What follows belongs to an exercise in optimizing a design on an open flow for small area; a production flow would make more cautious choices.
RTL that was checked went through simulation tests only; none was proved equivalent to the original.

## fft_top
module fft_top(
    input          sys_clk,
    input          sys_rst_n,
    input          Rx_0,
    output         Tx_0,
    output         Clk_0,
    output         CS,
    output [31:0]  ad_data0,
    output [31:0]  ad_data1,
    output [31:0]  ad_data2,
    output         en_Ain0,
    output         en_Ain1,
    input  [31:0]  P_target,
    output [31:0]  i_current,
    input  [31:0]  P_measure
);
wire [1:0]  tag;
wire [23:0] nsr;
ads1258 u_ads1258 (
    .sysclk(sys_clk), .locked(sys_rst_n), .Rx_0(Rx_0),
    .Tx_0(Tx_0), .Clk_0(Clk_0), .CS(CS),
    .en_Ain0(en_Ain0), .tag(tag), .nsr(nsr)
);
assign en_Ain1 = en_Ain0;
reg  [23:0] d0, d1, d2;
wire [23:0] rkeep = {24{sys_rst_n}};
wire [23:0] dat01 = (~nsr & rkeep) | {21'd0, ~rkeep[2:0]};
wire [23:0] dat2  = ~nsr & rkeep;
wire ld0 = (en_Ain0 && tag == 2'd0) || !sys_rst_n;
wire ld1 = (en_Ain0 && tag == 2'd1) || !sys_rst_n;
wire ld2 = (en_Ain0 && tag == 2'd2) || !sys_rst_n;
always @(posedge sys_clk) begin
    if (ld0) d0 <= dat01;
    if (ld1) d1 <= dat01;
    if (ld2) d2 <= dat2;
end
assign ad_data0 = {8'd0, d0};
assign ad_data1 = {8'd0, d1};
assign ad_data2 = {8'd0, d2};
PID_UV_LED PID_UV_LED (
    .clk(sys_clk), .rst_n(sys_rst_n),
    .P_measure(P_measure), .P_target(P_target), .i_current(i_current)
);
endmodule
Size in the first run: about 1200 cells after synthesis, roughly 200 I/O pins, ~15000 sq um of cells after synthesis.
==> module ads1258, before the edit <==
module ads1258 (
    input             sysclk,
    input             locked,
    input             Rx_0,
    output reg        Tx_0,
    output            Clk_0,
    output            CS,
    output            en_Ain0,
    output reg [1:0]  tag,       
    output reg [23:0] nsr        
);
localparam IDLE = 3'd0, WAIT1 = 3'd1, BIT = 3'd2, CLKH = 3'd3, ENDB = 3'd4;
reg  [4:0]  c;          
reg  [2:0]  st;         
reg  [2:0]  bn;         
wire [3:0]  p;
wire [12:0] wc;
wire in_wait   = (c == 5'd0) || (c == 5'd19);
wire wait_done = in_wait && (p == 4'd0) &&
                 (wc == ((c == 5'd0) ? 13'd3840 : 13'd6161));
clk_div u_sclk (.clk(sysclk), .rst_n(locked), .wclr(!in_wait || wait_done), .p(p), .wc(wc));
wire pp = (p == 4'd9);
wire byte_done = (st == ENDB) && pp;
assign en_Ain0 = (c == 5'd25) && (p == 4'd13);
assign Clk_0 = (st == ENDB) || (st == BIT && bn != 3'd0);
assign CS = (c == 5'd0) || (c == 5'd1 && bn == 3'd0 && (st == WAIT1 || st == BIT));
reg [7:0] code;
always @(*) begin
    case (c)
        5'd1:  code = 8'h60;  5'd2:  code = 8'h12;
        5'd3:  code = 8'h61;  5'd4:  code = 8'h10;
        5'd5:  code = 8'h62;  5'd6:  code = 8'h00;
        5'd7:  code = 8'h63;  5'd8:  code = 8'h00;
        5'd9:  code = 8'h64;  5'd10: code = 8'h07;
        5'd11: code = 8'h65;  5'd12: code = 8'h00;
        5'd13: code = 8'h66;  5'd14: code = 8'h00;
        5'd15: code = 8'h67;  5'd16: code = 8'hff;
        5'd17: code = 8'h68;  5'd18: code = 8'h00;
        5'd19: code = 8'h80;  5'd20: code = 8'h30;
        5'd21: code = 8'hff;  5'd22: code = 8'hff;
        5'd23: code = 8'hff;  5'd24: code = 8'hff;
        5'd25: code = 8'h80;
        default: code = 8'h00;
    endcase
end
always @(posedge sysclk) begin
    if (!locked) begin
        st <= IDLE; bn <= 3'd0;
        Tx_0 <= 1'b0;
    end else begin
        case (st)
            IDLE: begin
                Tx_0 <= 1'b0;
                if (wait_done) st <= WAIT1;
            end
            WAIT1: begin
                Tx_0 <= 1'b0;
                if (pp) st <= BIT;
            end
            BIT: if (pp) begin
                Tx_0 <= code[~bn];
                bn <= bn + 3'd1;
                st <= CLKH;
            end
            CLKH: if (pp) st <= (bn == 3'd0) ? ENDB : BIT;
            default: if (pp) st <= (c == 5'd19) ? IDLE : WAIT1;
        endcase
    end
end
always @(posedge sysclk) begin
    if (st == CLKH && pp) nsr <= {nsr[22:0], ~Rx_0};
    if (c == 5'd21 && byte_done)
        tag <= (nsr[7:2] == 6'b011101) ? ~nsr[1:0] : 2'd3;
end
always @(posedge sysclk) begin
    if (!locked) begin
        c <= 5'd0;
    end else begin
        case (c)
            5'd0:          if (wait_done) c <= 5'd1;
            5'd19:         if (wait_done) c <= 5'd20;
            5'd25:         if (p == 4'd13) c <= 5'd19;
            default:       if (byte_done) c <= c + 5'd1;
        endcase
    end
end
endmodule
==> flow/config.mk <==
export PLATFORM = sky130hd
export DESIGN_NAME = fft_top
export DESIGN_NICKNAME = fft_top
export VERILOG_FILES = /design/flow/design.v
export SDC_FILE = /design/flow/constraint.sdc
export NUM_CORES = 4
export LEC_CHECK = 0
export CAP_MARGIN = 20
export CORE_MARGIN = 2
export CORE_UTILIZATION = 80
export CTS_BUF_LIST = sky130_fd_sc_hd__clkbuf_8
export CTS_CLUSTER_DIAMETER = 60
export CTS_CLUSTER_SIZE = 16
export SLEW_MARGIN = 20
==> flow/constraint.sdc <==
create_clock -name core_clock -period 10.0 [get_ports {sys_clk}]
set_input_delay 2.0000 -clock core_clock [delete_from_list [all_inputs] [get_ports {sys_clk}]]
set_output_delay 2.0000 -clock core_clock [all_outputs]
set_load 0.01 [all_outputs]
standard.sh (not shown) runs the stock make flow with config.mk's settings and CLKGATE_MAP_FILE= SYNTH_SCRIPT=/design/flow/synth_recipe.tcl, a recipe that flattens the netlist after the stock synthesis.
==> flow/flow/run.sh <==
#!/bin/bash
# Own layout flow: the standard flow, with these changes.
#  1. Port buffers are the smallest buffer cell (buffer_ports -buffer_cell).
#  2. The synthesis's single tie-low cell is kept for all constant outputs
#     (no per-load tie cells).
#  3. After the standard synthesis, flow/faflip.py re-chooses the polarity
#     of the full-adder cells to drop inverters (registers untouched).
# Each tool's output goes to a log file of its own in this folder.
set -euo pipefail
export BUFFER_PORTS_ARGS="-buffer_cell sky130_fd_sc_hd__buf_1"
export SKIP_REPAIR_TIE_FANOUT=1
R=orfs/results/${FLOW_PLATFORM}/fft_top/base
bash standard.sh synth > synth.log 2>&1
cp $R/1_2_yosys.v 1_2_yosys.standard.v
python3 flow/faflip.py 1_2_yosys.standard.v $R/1_2_yosys.v > faflip.log 2>&1
bash standard.sh > layout.log 2>&1
Other scripts of this flow, unchanged in this note and not shown: flow/flow/faflip.py
Next try:
--- a/flow/design.v
+++ b/flow/design.v
@@ -32,9 +32,9 @@
 reg  [2:0]  st;         
 reg  [2:0]  bn;         
 wire [3:0]  p;
 wire [12:0] wc;
-wire in_wait   = (c == 5'd0) || (c == 5'd19);
+wire in_wait   = (c == 5'd0) || (c == 5'd19) || (c == 5'd26);
 wire wait_done = in_wait && (p == 4'd0) &&
                  (wc == ((c == 5'd0) ? 13'd3840 : 13'd6161));
 clk_div u_sclk (.clk(sysclk), .rst_n(locked), .wclr(!in_wait || wait_done), .p(p), .wc(wc));
 wire pp = (p == 4'd9);
@@ -56,9 +56,9 @@
         5'd17: code = 8'h68;  5'd18: code = 8'h00;
         5'd19: code = 8'h80;  5'd20: code = 8'h30;
         5'd21: code = 8'hff;  5'd22: code = 8'hff;
         5'd23: code = 8'hff;  5'd24: code = 8'hff;
-        5'd25: code = 8'h80;
+        5'd26: code = 8'h80;
         default: code = 8'h00;
     endcase
 end
 always @(posedge sysclk) begin
@@ -80,9 +80,9 @@
                 bn <= bn + 3'd1;
                 st <= CLKH;
             end
             CLKH: if (pp) st <= (bn == 3'd0) ? ENDB : BIT;
-            default: if (pp) st <= (c == 5'd19) ? IDLE : WAIT1;
+            default: if (pp) st <= (c == 5'd19 || c == 5'd26) ? IDLE : WAIT1;
         endcase
     end
 end
 always @(posedge sysclk) begin
@@ -95,10 +95,10 @@
         c <= 5'd0;
     end else begin
         case (c)
             5'd0:          if (wait_done) c <= 5'd1;
-            5'd19:         if (wait_done) c <= 5'd20;
-            5'd25:         if (p == 4'd13) c <= 5'd19;
+            5'd19, 5'd26:  if (wait_done) c <= 5'd20;
+            5'd25:         if (p == 4'd13) c <= 5'd26;
             default:       if (byte_done) c <= c + 5'd1;
         endcase
     end
 end
Outcome: The changed run went through all stages and came out clean. Sequential cell count stays the same. Non-clock buffer count fell by 1. Routed wire length rose slightly. Register-to-register slack loses 110 ps. First-iteration DRC count rose by roughly a tenth. Global-route usage rose by 0.47 points. Fmax fell slightly. Die area rose slightly. Critical path depth fell by 1. Final area barely changes. Worst setup slack loses 110 ps.
No functional check of the RTL was part of any run of this note.


Another version of the RTL of fft_top (not shown whole).
Size: about 200 I/O pins, about 14000 µm² of cells after synthesis.
==> module clk_div, before the edit <==
module clk_div (
    input             clk,
    input             rst_n,
    input             inc,
    input             clr,
    input             clr_all,
    input             shift,
    input             sin,
    output reg [3:0]  p,
    output reg [12:0] wc
);
wire [12:0] nx = wc + {12'd0, inc};
always @(posedge clk) begin
    if (!rst_n) begin
        p  <= 4'd0;
        wc <= 13'd2303;
    end else begin
        p <= p + 4'd1;
        wc[4:0] <= (clr || clr_all) ? 5'd0 : nx[4:0];
        if (shift)
            wc[12:5] <= {wc[11:5], sin};
        else
            wc[12:5] <= clr_all ? 8'd0 : nx[12:5];
    end
end
endmodule
==> module ads1258, before the edit <==
module ads1258 (
    input             sysclk,
    input             locked,
    input             Rx_0,
    output reg        Tx_0,
    output            Clk_0,
    output            CS,
    output            en_Ain0,
    output reg [1:0]  tag,       
    output [23:0]     nsr        
);
reg  [4:0]  c;
wire [3:0]  p;
wire [12:0] wc;
wire pp     = (p == 4'd9);             
wire waits  = (c == 5'd0) || (c == 5'd20);
wire [4:0] s = wc[4:0];
wire byte_done = !waits && pp && (s == 5'd17);
wire wait_done = waits && (p == 4'd0) && (wc == 13'd6143);
wire sample = !waits && pp && !s[0] && (s != 5'd0);
reg  [15:0] nsr_lo;
clk_div u_sclk (.clk(sysclk), .rst_n(locked),
                .inc(waits ? (p == 4'd15) : pp),
                .clr(byte_done),
                .clr_all(wait_done || (byte_done && (c == 5'd19 || c == 5'd26))),
                .shift(sample), .sin(nsr_lo[15]),
                .p(p), .wc(wc));
assign nsr = {wc[12:5], nsr_lo};
assign en_Ain0 = (c == 5'd26) && (s == 5'd0) && (p == 4'd13);
assign Clk_0 = !waits && s[0] && (s[4:1] != 4'd0);
assign CS = (c == 5'd0) || (c == 5'd1 && s[4:1] == 4'd0);
reg [7:0] code;
always @(*) begin
    case (c)
        5'd1:  code = 8'h60;  5'd2:  code = 8'h12;
        5'd3:  code = 8'h61;  5'd4:  code = 8'h10;
        5'd5:  code = 8'h62;  5'd6:  code = 8'h00;
        5'd7:  code = 8'h63;  5'd8:  code = 8'h00;
        5'd9:  code = 8'h64;  5'd10: code = 8'h07;
        5'd11: code = 8'h65;  5'd12: code = 8'h00;
        5'd13: code = 8'h66;  5'd14: code = 8'h00;
        5'd15: code = 8'h67;  5'd16: code = 8'hff;
        5'd17: code = 8'h68;  5'd18: code = 8'h00;
        5'd19: code = 8'h80;  5'd21: code = 8'h30;
        5'd22: code = 8'hff;  5'd23: code = 8'hff;
        5'd24: code = 8'hff;  5'd25: code = 8'hff;
        5'd26: code = 8'h80;
        default: code = 8'h00;
    endcase
end
always @(posedge sysclk) begin
    if (!locked) begin
        Tx_0 <= 1'b0;
        c <= 5'd0;
    end else begin
        if (waits || s == 5'd0) Tx_0 <= 1'b0;
        else if (pp && s[0] && !s[4]) Tx_0 <= code[~s[3:1]];
        if (wait_done || byte_done)
            c <= (c == 5'd26) ? 5'd20 : c + 5'd1;
    end
end
always @(posedge sysclk) begin
    if (sample) nsr_lo <= {nsr_lo[14:0], ~Rx_0};
    if (c == 5'd22 && byte_done)
        tag <= (nsr[7:2] == 6'b011101) ? ~nsr[1:0] : 2'd3;
end
endmodule
clock: 10.0 ns
lec_check: 0
cap_margin: 20
core_margin: 2
core_utilization: 80
cts_buf_list: sky130_fd_sc_hd__clkbuf_8
cts_cluster_diameter: 60
cts_cluster_size: 16
slew_margin: 20
==> flow/flow/run.sh <==
#!/bin/bash
# Own layout flow: the standard flow, with these changes.
#  1. Port buffers are the smallest buffer cell (buffer_ports -buffer_cell).
#  2. The synthesis's single tie-low cell is kept for all constant outputs
#     (no per-load tie cells).
#  3. After the standard synthesis, flow/faflip.py re-chooses the polarity
#     of the full-adder cells to drop inverters, and flow/invfold.py folds
#     single-load inverters into the NOR2/NAND2 they feed (registers are
#     left exactly as the standard synthesis made them).
# Each tool's output goes to a log file of its own in this folder.
set -euo pipefail
export BUFFER_PORTS_ARGS="-buffer_cell sky130_fd_sc_hd__buf_1"
export SKIP_REPAIR_TIE_FANOUT=1
R=orfs/results/${FLOW_PLATFORM}/fft_top/base
bash standard.sh synth > synth.log 2>&1
cp $R/1_2_yosys.v 1_2_yosys.standard.v
python3 flow/faflip.py 1_2_yosys.standard.v 1_2_yosys.faflip.v > faflip.log 2>&1
python3 flow/invfold.py 1_2_yosys.faflip.v $R/1_2_yosys.v > invfold.log 2>&1
bash standard.sh > layout.log 2>&1
Other scripts of this flow, unchanged in this note and not shown: flow/flow/faflip.py, flow/flow/invfold.py
Edit:
--- a/flow/design.v
+++ b/flow/design.v
@@ -6,24 +6,25 @@
     input             clr_all,
     input             shift,
     input             sin,
     output reg [3:0]  p,
     output reg [12:0] wc
 );
-wire [12:0] nx = wc + {12'd0, inc};
+wire       wrap = inc && (wc[4:0] == 5'd31);
+wire       fb   = ~(wc[12] ^ wc[10] ^ wc[9] ^ wc[8]);
 always @(posedge clk) begin
     if (!rst_n) begin
         p  <= 4'd0;
-        wc <= 13'd2303;
+        wc <= 13'd3583;
     end else begin
         p <= p + 4'd1;
-        wc[4:0] <= (clr || clr_all) ? 5'd0 : nx[4:0];
-        if (shift)
-            wc[12:5] <= {wc[11:5], sin};
-        else
-            wc[12:5] <= clr_all ? 8'd0 : nx[12:5];
+        wc[4:0] <= (clr || clr_all) ? 5'd0 : wc[4:0] + {4'd0, inc};
+        if (shift || wrap)
+            wc[12:5] <= {wc[11:5], shift ? sin : fb};
+        else if (clr_all)
+            wc[12:5] <= 8'd0;
     end
 end
 endmodule
 module ads1258 (
     input             sysclk,
     input             locked,
@@ -39,13 +40,13 @@
 wire [3:0]  p;
 wire [12:0] wc;
 wire pp     = (p == 4'd9);             
 wire waits  = (c == 5'd0) || (c == 5'd20);
 wire [4:0] s = wc[4:0];
 wire byte_done = !waits && pp && (s == 5'd17);
-wire wait_done = waits && (p == 4'd0) && (wc == 13'd6143);
+wire wait_done = waits && (p == 4'd0) && (wc == 13'd6239);
 wire sample = !waits && pp && !s[0] && (s != 5'd0);
 reg  [15:0] nsr_lo;
 clk_div u_sclk (.clk(sysclk), .rst_n(locked),
                 .inc(waits ? (p == 4'd15) : pp),
                 .clr(byte_done),
                 .clr_all(wait_done || (byte_done && (c == 5'd19 || c == 5'd26))),
- final area came out lower by 0.85%
- routed wire length climbs by 2.9%
- maximum frequency barely changes
- hold slack gets better by 0.0093 ns
- synthesized cell count is lower by 1.6%
- sequential cell count stays the same
- clock-buffer cell count does not change
- worst setup slack got worse by 0.0066 ns
- via count came out higher by 1.3%
The RTL of the first run of this note was laid out without a check of its function.

[afterwards: timing with drivers on the ports]
How much do the figures lean on ideal ports? The routed layouts below were timed once more, with nothing changed but the port constraints. Step 1 assumes that a clkbuf_16 drives the clock port and a buf_2 every other input. Step 2 adds t to the input delays and takes it off the output delays; t is the mean of the earliest and latest rising clock arrival at the registers after step 1. Input paths then give back, and output paths get back, about the clock's delay inside the block. Slacks: no drivers / after step 1 / after step 2; pairs: no drivers / after step 1.
run	t (ns)	setup WS [ns]	hold WS [ns]	clock arrival spread, ns	pins driven straight from the clock port
the first run of note 1	0.593	0.389 / 0.389 / 0.389	0.410 / 0.410 / 0.410	0.021 / 0.021	1
the second run of note 1	0.599	0.279 / 0.279 / 0.279	0.409 / 0.409 / 0.409	0.016 / 0.016	1
the first run of note 2	0.586	0.363 / 0.363 / 0.363	0.410 / 0.410 / 0.410	0.036 / 0.036	1
the second run of note 2	0.574	0.357 / 0.357 / 0.357	0.420 / 0.420 / 0.420	0.025 / 0.025	1
After both steps setup and hold are still met in every run listed.
